What follows belongs to an exercise in optimizing a design on an open flow for small area and a short achievable clock period; a production flow would make more cautious choices.
Only simulation tests tie the RTL to the original design; equivalence was not proved.
Power and IR drop assume default switching activity.

// datapath
module datapath(clk,readnum,vsel,loada,loadb,shift,asel,bsel,ALUop,loadc,loads,writenum,write,datapath_in,status,datapath_out);
==> flow/config.mk <==
export PLATFORM = sky130hd
export DESIGN_NAME = datapath
export DESIGN_NICKNAME = datapath
export VERILOG_FILES = /design/flow/design.v
export SDC_FILE = /design/flow/constraint.sdc
export NUM_CORES = 4
export LEC_CHECK = 0
export CAP_MARGIN = 20
export CORE_MARGIN = 2
export CORE_UTILIZATION = 50
export SETUP_SLACK_MARGIN = 2.5
export SLEW_MARGIN = 20
==> flow/constraint.sdc <==
create_clock -name core_clock -period 5.0 [get_ports {clk}]
set_input_delay 1.0000 -clock core_clock [delete_from_list [all_inputs] [get_ports {clk}]]
set_output_delay 1.0000 -clock core_clock [all_outputs]
set_load 0.01 [all_outputs]
standard.sh (not shown) runs the stock make flow with config.mk's settings and CLKGATE_MAP_FILE= SYNTH_SCRIPT=/design/flow/synth_recipe.tcl, a recipe that flattens the netlist after the stock synthesis.
==> flow/flow/run.sh <==
#!/bin/bash
# Layout flow: the standard.sh (the standard ORFS flow) with these changes:
#  - synthesis: the same ORFS synthesis script, except that the ALU and the register
#    file read slices are kept as modules during technology mapping and each module is
#    mapped with its own ABC script (my_abc.tcl); afterwards the design is flattened and
#    renamed exactly as synth_recipe.tcl does. The flip-flops (names and cell types) are
#    checked against the standard synthesis; if they differ the standard synthesis
#    is used instead.
#  - half/full adder cells are kept out (their outputs are slow),
#  - port buffers are plain buf cells (buffer_ports otherwise picks slow delay cells),
#  - timing repair may resize a cell to one of another footprint,
#  - a smaller clock tree (knobs.sh),
#  - area recovery after the global-route timing repair (post_grt.tcl, downsize.tcl).
# Each step's full log is under orfs/logs; the make output goes to flow_*.log here.
set -euo pipefail
W=$PWD
source flow/knobs.sh
PLATFORM_DONT_USE=$(make -s -C "$FLOW_HOME" DESIGN_CONFIG="$W/config.mk" WORK_HOME="$W/orfs" print-DONT_USE_CELLS | sed -n 's/^DONT_USE_CELLS: //p')
EXTRA_DONT_USE="sky130_fd_sc_hd__ha_1 sky130_fd_sc_hd__ha_2 sky130_fd_sc_hd__ha_4 sky130_fd_sc_hd__fa_1 sky130_fd_sc_hd__fa_2 sky130_fd_sc_hd__fa_4"
ARGS=(MATCH_CELL_FOOTPRINT=0 "DONT_USE_CELLS=$PLATFORM_DONT_USE $EXTRA_DONT_USE" "CTS_ARGS=$CTS")
export BUFFER_PORTS_ARGS="-buffer_cell $PORT_BUF"
export FLOW_DIR_OWN=$W/flow POST_GLOBAL_ROUTE_TCL=$W/flow/post_grt.tcl DS_GUARD

# 1. the standard synthesis, kept for the flip-flop comparison
bash standard.sh "${ARGS[@]}" synth > flow_ref_synth.log 2>&1
RES=orfs/results/sky130hd/datapath/base
cp $RES/1_2_yosys.v ref_synth.v
rm -rf orfs

# 2. the per-module-mapped synthesis
sed -e "s#^\(\s*\)log_cmd abc {\*}\$abc_args#\1my_abc \$abc_args#" "$FLOW_HOME/scripts/synth.tcl" > my_synth.tcl
grep -q "my_abc \$abc_args" my_synth.tcl
{ echo "source $W/flow/my_abc.tcl"; sed -e "s#source \$::env(SCRIPTS_DIR)/synth.tcl#source $W/my_synth.tcl#" synth_recipe.tcl; } > my_synth_recipe.tcl
grep -q "source $W/my_synth.tcl" my_synth_recipe.tcl
sed -e "s#SYNTH_SCRIPT=[^ ]*#SYNTH_SCRIPT=$W/my_synth_recipe.tcl#" standard.sh > my_standard.sh
export MY_ABC_MODULES="ALU $W/flow/abc_alu.script regread_bit $W/flow/abc_rest.script datapath $W/flow/abc_rest.script"
bash my_standard.sh "${ARGS[@]}" "SYNTH_KEEP_MODULES=ALU regread_bit" synth > flow_synth.log 2>&1

ffs() { grep -oE "sky130_fd_sc_hd__[a-z0-9_]*df[a-z0-9_]* +[^ ]+" "$1" | sort; }
if [[ "$(ffs ref_synth.v)" != "$(ffs $RES/1_2_yosys.v)" ]]; then
  echo "flip-flops differ from the standard synthesis; using it" > synth_fallback.txt
  rm -rf orfs
  bash standard.sh "${ARGS[@]}" synth > flow_synth.log 2>&1
fi

# 3. the rest of the flow
bash my_standard.sh "${ARGS[@]}" "SYNTH_KEEP_MODULES=ALU regread_bit" finish > flow_standard.log 2>&1
==> flow/flow/abc_alu.script <==
strash
dch
map -B 0.9
topo
stime -c
buffer -c
upsize -c
dnsize -c
==> flow/flow/downsize.tcl <==
# Area recovery after the last timing repair: each logic cell, most slack first, is
# swapped for the smallest cell of the same function (same name but drive strength)
# that keeps the design's worst setup slack (to within 1 ps), keeps the cell's own
# slack at least DS_GUARD ns above it, and adds no max slew/capacitance violation.
proc ds_ns {} { return [expr {[sta::worst_slack_cmd max] * 1e9}] }
proc ds_inst_slack { inst } {
  set s 1e9
  foreach p [get_pins -of_objects $inst] {
    set v [get_property $p slack_max]
    if { $v ne "" && $v ne "INF" && $v < $s } { set s $v }
  }
  return $s
}
proc ds_drv {} {
  return [expr {[sta::max_slew_violation_count] + [sta::max_capacitance_violation_count]}]
}
proc downsize { guard } {
  set dont_use [split $::env(DONT_USE_CELLS)]
  set areas [dict create]
  foreach lc [get_lib_cells *] {
    set n [get_name $lc]
    dict set areas $n [get_property $lc area]
  }
  set wns0 [ds_ns]
  set drv0 [ds_drv]
  set area0 0.0
  set items {}
  foreach inst [get_cells *] {
    set m [get_property $inst ref_name]
    if { [regexp {df|dl|clkbuf|clkinv|tap|fill|decap|conb|clkdly|dly} $m] } { continue }
    if { ![regexp {^(.*)_([0-9]+)$} $m -> base size] } { continue }
    lappend items [list [ds_inst_slack $inst] $inst $m $base]
  }
  set n_changed 0
  set saved 0.0
  foreach it [lsort -real -decreasing -index 0 $items] {
    lassign $it s0 inst m base
    if { $s0 < $wns0 + $guard } { continue }
    set cands {}
    dict for {n a} $areas {
      if { [regexp "^${base}_\[0-9\]+\$" $n] && $a < [dict get $areas $m] && [lsearch -exact $dont_use $n] < 0 } {
        lappend cands [list $a $n]
      }
    }
    foreach c [lsort -real -index 0 $cands] {
      lassign $c a n
      replace_cell $inst $n
      if { [ds_ns] >= $wns0 - 0.001 && [ds_inst_slack $inst] >= $wns0 + $guard && [ds_drv] <= $drv0 } {
        incr n_changed
        set saved [expr {$saved + [dict get $areas $m] - $a}]
        break
      }
      replace_cell $inst $m
    }
  }
  puts "downsize: $n_changed cells smaller, [format %.1f $saved] um2 less, worst slack [format %.3f $wns0] -> [format %.3f [ds_ns]]"
}
==> flow/flow/knobs.sh <==
PORT_BUF=sky130_fd_sc_hd__buf_2
CTS="-sink_clustering_enable -repair_clock_nets -dont_use_dummy_load -buf_list {sky130_fd_sc_hd__clkbuf_4 sky130_fd_sc_hd__clkbuf_8} -sink_clustering_size 20 -sink_clustering_max_diameter 60"
DS_GUARD=0.03
Other scripts of this flow, unchanged in this note and not shown: flow/flow/abc_rest.script, flow/flow/my_abc.tcl, flow/flow/post_grt.tcl
The starting point went through all stages and came out clean.
Next try:
--- a/flow/flow/run.sh
+++ b/flow/flow/run.sh
@@ -21,3 +21,3 @@
 export BUFFER_PORTS_ARGS="-buffer_cell $PORT_BUF"
-export FLOW_DIR_OWN=$W/flow POST_GLOBAL_ROUTE_TCL=$W/flow/post_grt.tcl DS_GUARD
+export FLOW_DIR_OWN=$W/flow POST_GLOBAL_ROUTE_TCL=$W/flow/post_grt.tcl DS_GUARD DS_PARASITICS=-global_routing
 
--- a/flow/flow/downsize.tcl
+++ b/flow/flow/downsize.tcl
@@ -47,2 +47,3 @@
       replace_cell $inst $n
+      estimate_parasitics $::env(DS_PARASITICS)
       if { [ds_ns] >= $wns0 - 0.001 && [ds_inst_slack $inst] >= $wns0 + $guard && [ds_drv] <= $drv0 } {
@@ -53,2 +54,3 @@
       replace_cell $inst $m
+      estimate_parasitics $::env(DS_PARASITICS)
     }
==> flow/flow/knobs.sh (replaced) <==
PORT_BUF=sky130_fd_sc_hd__buf_2
CTS="-sink_clustering_enable -repair_clock_nets -dont_use_dummy_load -buf_list {sky130_fd_sc_hd__clkbuf_4 sky130_fd_sc_hd__clkbuf_8} -sink_clustering_size 20 -sink_clustering_max_diameter 60"
DS_GUARD=0.00
What happened: Clock-buffer cell count is unchanged; cell area hardly moves; area after synthesis is unchanged; first-iteration DRC count drops by a few percent; hold slack got worse by 0.0042 ns; register-to-register slack barely changes; die area does not change; cell count is unchanged; total power hardly moves.
Next try:
--- a/flow/config.mk
+++ b/flow/config.mk
@@ -9,3 +9,3 @@
 export CORE_MARGIN = 2
-export CORE_UTILIZATION = 50
+export CORE_UTILIZATION = 55
 export SETUP_SLACK_MARGIN = 2.5
Outcome: Via count barely changes; clock-buffer cell count is unchanged; area after synthesis does not change; core utilization went up by 4.4 points.
Next try:
==> flow/flow/abc_alu.script (replaced) <==
strash
dch
map -B 0.5
topo
stime -c
buffer -c
upsize -c
dnsize -c
--- a/flow/config.mk
+++ b/flow/config.mk
@@ -9,3 +9,3 @@
 export CORE_MARGIN = 2
-export CORE_UTILIZATION = 55
+export CORE_UTILIZATION = 50
 export SETUP_SLACK_MARGIN = 2.5
Setup slack got worse by 0.15 ns.
Via count rose by 4.6%.
Combinational power rose by 13%.
Total power rose by 1.8%.
Hold slack improved by 0.0099 ns.
Routed wire length rose by 7.8%.
Die area rose by 9.2%.
Count of clock-buffer cells in the layout stays the same.
Final area rose by 4.5%.
Core utilization fell by 2.8 points.
Non-clock buffer count rose by 21.

separate check: timing with driven ports:
In the flow no input, the clock included, has a driving cell. The finished layouts below were timed again as built, in two steps. Step 1 sets driving cells, clkbuf_16 on the clock port and buf_2 on the other inputs (assumed; they add their load-dependent delay and slew). Step 2 adds t to the input delays and takes it off the output delays; t is the mean of the earliest and latest rising clock arrival at the registers after step 1. Input paths then give back, and output paths get back, about the clock's delay inside the block. Slacks: ideal ports / drivers / drivers and shift; pairs: ideal ports / drivers.
run	shift t [ns]	setup slack, ns	worst setup path at the end	clock arrival spread, ns
the first run	0.464	2.165 / 2.165 / 1.702	input to register	0.041 / 0.041
the second run	0.461	2.446 / 2.435 / 1.974	input to register	0.043 / 0.042
the third run	0.480	2.427 / 2.409 / 1.929	input to register	0.036 / 0.036
the fourth run	0.464	2.281 / 2.272 / 1.808	input to register	0.036 / 0.037
After both steps every run listed still meets setup and hold. For the third run, which loses most, drivers alone change the setup slack by -0.018 ns; drivers and shift together by -0.498 ns.
